This design comes from an exercise in tuning for small area on the open sky130 flow, not from production work. Only simulation tests tie the RTL to the original design; equivalence was not proved. Power figures rest on the tool's default switching activity, not on a simulated workload.

## I2C_controller
module I2C_controller (
    input clk,
    input rst_n,
    input enable,
    input [7:0] set_scl_div,
    output reg [7:0] scl_div,
    input start_trans,
    input stop_trans,
    input rd_clr,
    input wr_rdy,
    output rd_reg_full,
    output wr_reg_empty,
    input [6:0] set_local_addr,
    output reg [6:0] local_addr,
    input [7:0] byte_wr_i,
    output [7:0] byte_rd_o,
    output reg bus_busy,
    output is_master,
    output trans_start,
    output addr_match,
    output trans_dir,
    output get_nack,
    output bus_err,
    output byte_wait,
    output reg arbit_fail,
    output trans_stop,
    input scl_i,
    output scl_o,
    input sda_i,
    output sda_o
);
export LEC_CHECK = 0
export CAP_MARGIN = 20
export CORE_MARGIN = 2
export CORE_UTILIZATION = 40
export GPL_TIMING_DRIVEN = 0
export SLEW_MARGIN = 20
create_clock -name core_clock -period 10.0 [get_ports {clk}]
standard.sh (not shown) runs the stock make flow with config.mk's settings and CLKGATE_MAP_FILE= SYNTH_SCRIPT=/design/flow/synth_recipe.tcl, a recipe that flattens the netlist after the stock synthesis.
==> flow/flow/run.sh <==
#!/bin/bash
# The standard layout (standard.sh), with three changes that only affect
# cell sizes, never the registers:
#  - synthesis maps the logic with an area-oriented ABC script (flow/abc_area.script)
#    instead of ORFS's delay-oriented one: a copy of ORFS's scripts folder whose
#    abc_speed.script is replaced is used for the synth step only
#  - port buffers use sky130_fd_sc_hd__buf_1
#  - clock tree synthesis uses clkbuf_8 and no dummy loads
# Each step's full output goes to its own log file in the work folder.
set -euo pipefail
cd "$(dirname "$0")/.."
WORK=$PWD
mkdir -p "$WORK/tmp"
export TMPDIR="$WORK/tmp"
rm -rf "$WORK/synth_scripts"
cp -r "$FLOW_HOME/scripts" "$WORK/synth_scripts"
cp "$WORK/flow/abc_area.script" "$WORK/synth_scripts/abc_speed.script"
bash standard.sh SCRIPTS_DIR="$WORK/synth_scripts" synth > "$WORK/log_synth.log" 2>&1
bash standard.sh \
  BUFFER_PORTS_ARGS="-buffer_cell sky130_fd_sc_hd__buf_1" \
  CTS_ARGS="${CTS_ARGS_OVERRIDE:--sink_clustering_enable -repair_clock_nets -dont_use_dummy_load -buf_list sky130_fd_sc_hd__clkbuf_8}" \
  finish > "$WORK/log_layout.log" 2>&1
==> flow/flow/abc_area.script <==
strash
ifraig
scorr
dc2
strash
&get -n
&dch -f
&nf -R 1000 -p
&put
The starting point completed without violations.
Edit:
--- a/flow/flow/run.sh
+++ b/flow/flow/run.sh
@@ -20,3 +20,3 @@
   BUFFER_PORTS_ARGS="-buffer_cell sky130_fd_sc_hd__buf_1" \
-  CTS_ARGS="${CTS_ARGS_OVERRIDE:--sink_clustering_enable -repair_clock_nets -dont_use_dummy_load -buf_list sky130_fd_sc_hd__clkbuf_8}" \
+  CTS_ARGS="${CTS_ARGS_OVERRIDE:--sink_clustering_enable -sink_clustering_size 60 -sink_clustering_max_diameter 300 -repair_clock_nets -dont_use_dummy_load -buf_list sky130_fd_sc_hd__clkbuf_16}" \
   finish > "$WORK/log_layout.log" 2>&1
--- a/flow/config.mk
+++ b/flow/config.mk
@@ -10,3 +10,2 @@
 export CORE_UTILIZATION = 40
-export GPL_TIMING_DRIVEN = 0
 export SLEW_MARGIN = 20
Total power rises by 7.7%.
Cell count stays the same.
Setup slack is better by 0.13 ns.
Wire length rises by about 3.2%.
Area after synthesis stays the same.
Utilization rises by 0.31 points.
Sequential share of layout area falls by 0.31 points.
Global-route usage rises by 0.82 points.
Synthesized cell count stays the same.
Edit:
--- a/flow/flow/run.sh
+++ b/flow/flow/run.sh
@@ -20,3 +20,3 @@
   BUFFER_PORTS_ARGS="-buffer_cell sky130_fd_sc_hd__buf_1" \
-  CTS_ARGS="${CTS_ARGS_OVERRIDE:--sink_clustering_enable -sink_clustering_size 60 -sink_clustering_max_diameter 300 -repair_clock_nets -dont_use_dummy_load -buf_list sky130_fd_sc_hd__clkbuf_16}" \
+  CTS_ARGS="${CTS_ARGS_OVERRIDE:--sink_clustering_enable -repair_clock_nets -dont_use_dummy_load -buf_list sky130_fd_sc_hd__clkbuf_8}" \
   finish > "$WORK/log_layout.log" 2>&1
--- a/flow/config.mk
+++ b/flow/config.mk
@@ -7,5 +7,6 @@
 export LEC_CHECK = 0
-export CAP_MARGIN = 20
+export CAP_MARGIN = 0
 export CORE_MARGIN = 2
 export CORE_UTILIZATION = 40
-export SLEW_MARGIN = 20
+export GPL_TIMING_DRIVEN = 0
+export SLEW_MARGIN = 0
What happened:
- The changed run produced a clean layout
- via count increases by 0.67%
- flip-flop and latch count does not change
- global-route usage decreases by 0.97 points
- die area does not change
- final area decreases by about 1.5%
- worst setup slack loses 0.20 ns
- synthesized area does not change
- clock skew increases by 0.0079 ns
Edit:
==> flow/run.sh (new file) <==
#!/bin/bash
# synth_recipe.tcl (not shown) runs the flow's synth.tcl, then flattens the netlist and writes it again
# the make line also repeats each setting of config.mk as NAME=value (left out here)
make -C /OpenROAD-flow-scripts/flow DESIGN_CONFIG=/design/flow/config.mk WORK_HOME=/design/flow/orfs CLKGATE_MAP_FILE= SYNTH_SCRIPT=/design/flow/synth_recipe.tcl finish
--- a/flow/config.mk
+++ b/flow/config.mk
@@ -7,6 +7,6 @@
 export LEC_CHECK = 0
-export CAP_MARGIN = 0
+export ABC_AREA = 1
+export CAP_MARGIN = 20
 export CORE_MARGIN = 2
 export CORE_UTILIZATION = 40
-export GPL_TIMING_DRIVEN = 0
-export SLEW_MARGIN = 0
+export SLEW_MARGIN = 20
removed: flow/flow/run.sh
removed: flow/flow/abc_area.script
removed: flow/standard.sh
=> Global-route usage shrinks by 0.13 points. Worst setup slack gets worse by 0.063 ns. Final cell count grows by 29%. Hold slack gets worse by 0.0066 ns. Non-clock buffer count shrinks by 1. Routed wire length grows by 12%. Total power grows by 17%. Clock power grows by 77%.

==> static timing again, ports no longer ideal <==
How much do the figures lean on ideal ports? The routed layouts below were timed once more, with nothing changed but the port constraints.
Step 1 assumes that a clkbuf_16 drives the clock port and a buf_2 every other input.
Step 2 times the ports against the registers' clock, not the clock port: input delays grow and output delays shrink by t, the midpoint of the rising clock arrivals with the driver on.
a / b / c = no drivers / after step 1 / after step 2; a / b = the first two.
run | t, ns | setup WS [ns] | hold WS [ns] | clock arrival spread, ns | worst register clock-pin slew, ns
the first run | 0.403 | 3.842 / 3.814 / 3.814 | 0.286 / 0.286 / 0.286 | 0.047 / 0.047 | 0.12 / 0.12
the second run | 0.383 | 3.976 / 3.953 / 3.953 | 0.306 / 0.306 / 0.306 | 0.018 / 0.019 | 0.07 / 0.07
the third run | 0.403 | 3.774 / 3.744 / 3.744 | 0.366 / 0.366 / 0.366 | 0.026 / 0.027 | 0.11 / 0.11
the fourth run | 0.399 | 3.710 / 3.688 / 3.688 | 0.359 / 0.359 / 0.359 | 0.008 / 0.009 | 0.08 / 0.08
After both steps every run listed still meets setup and hold. The setup slack of the third run, which loses most, moves by -0.030 ns with the drivers and by -0.030 ns with both steps.
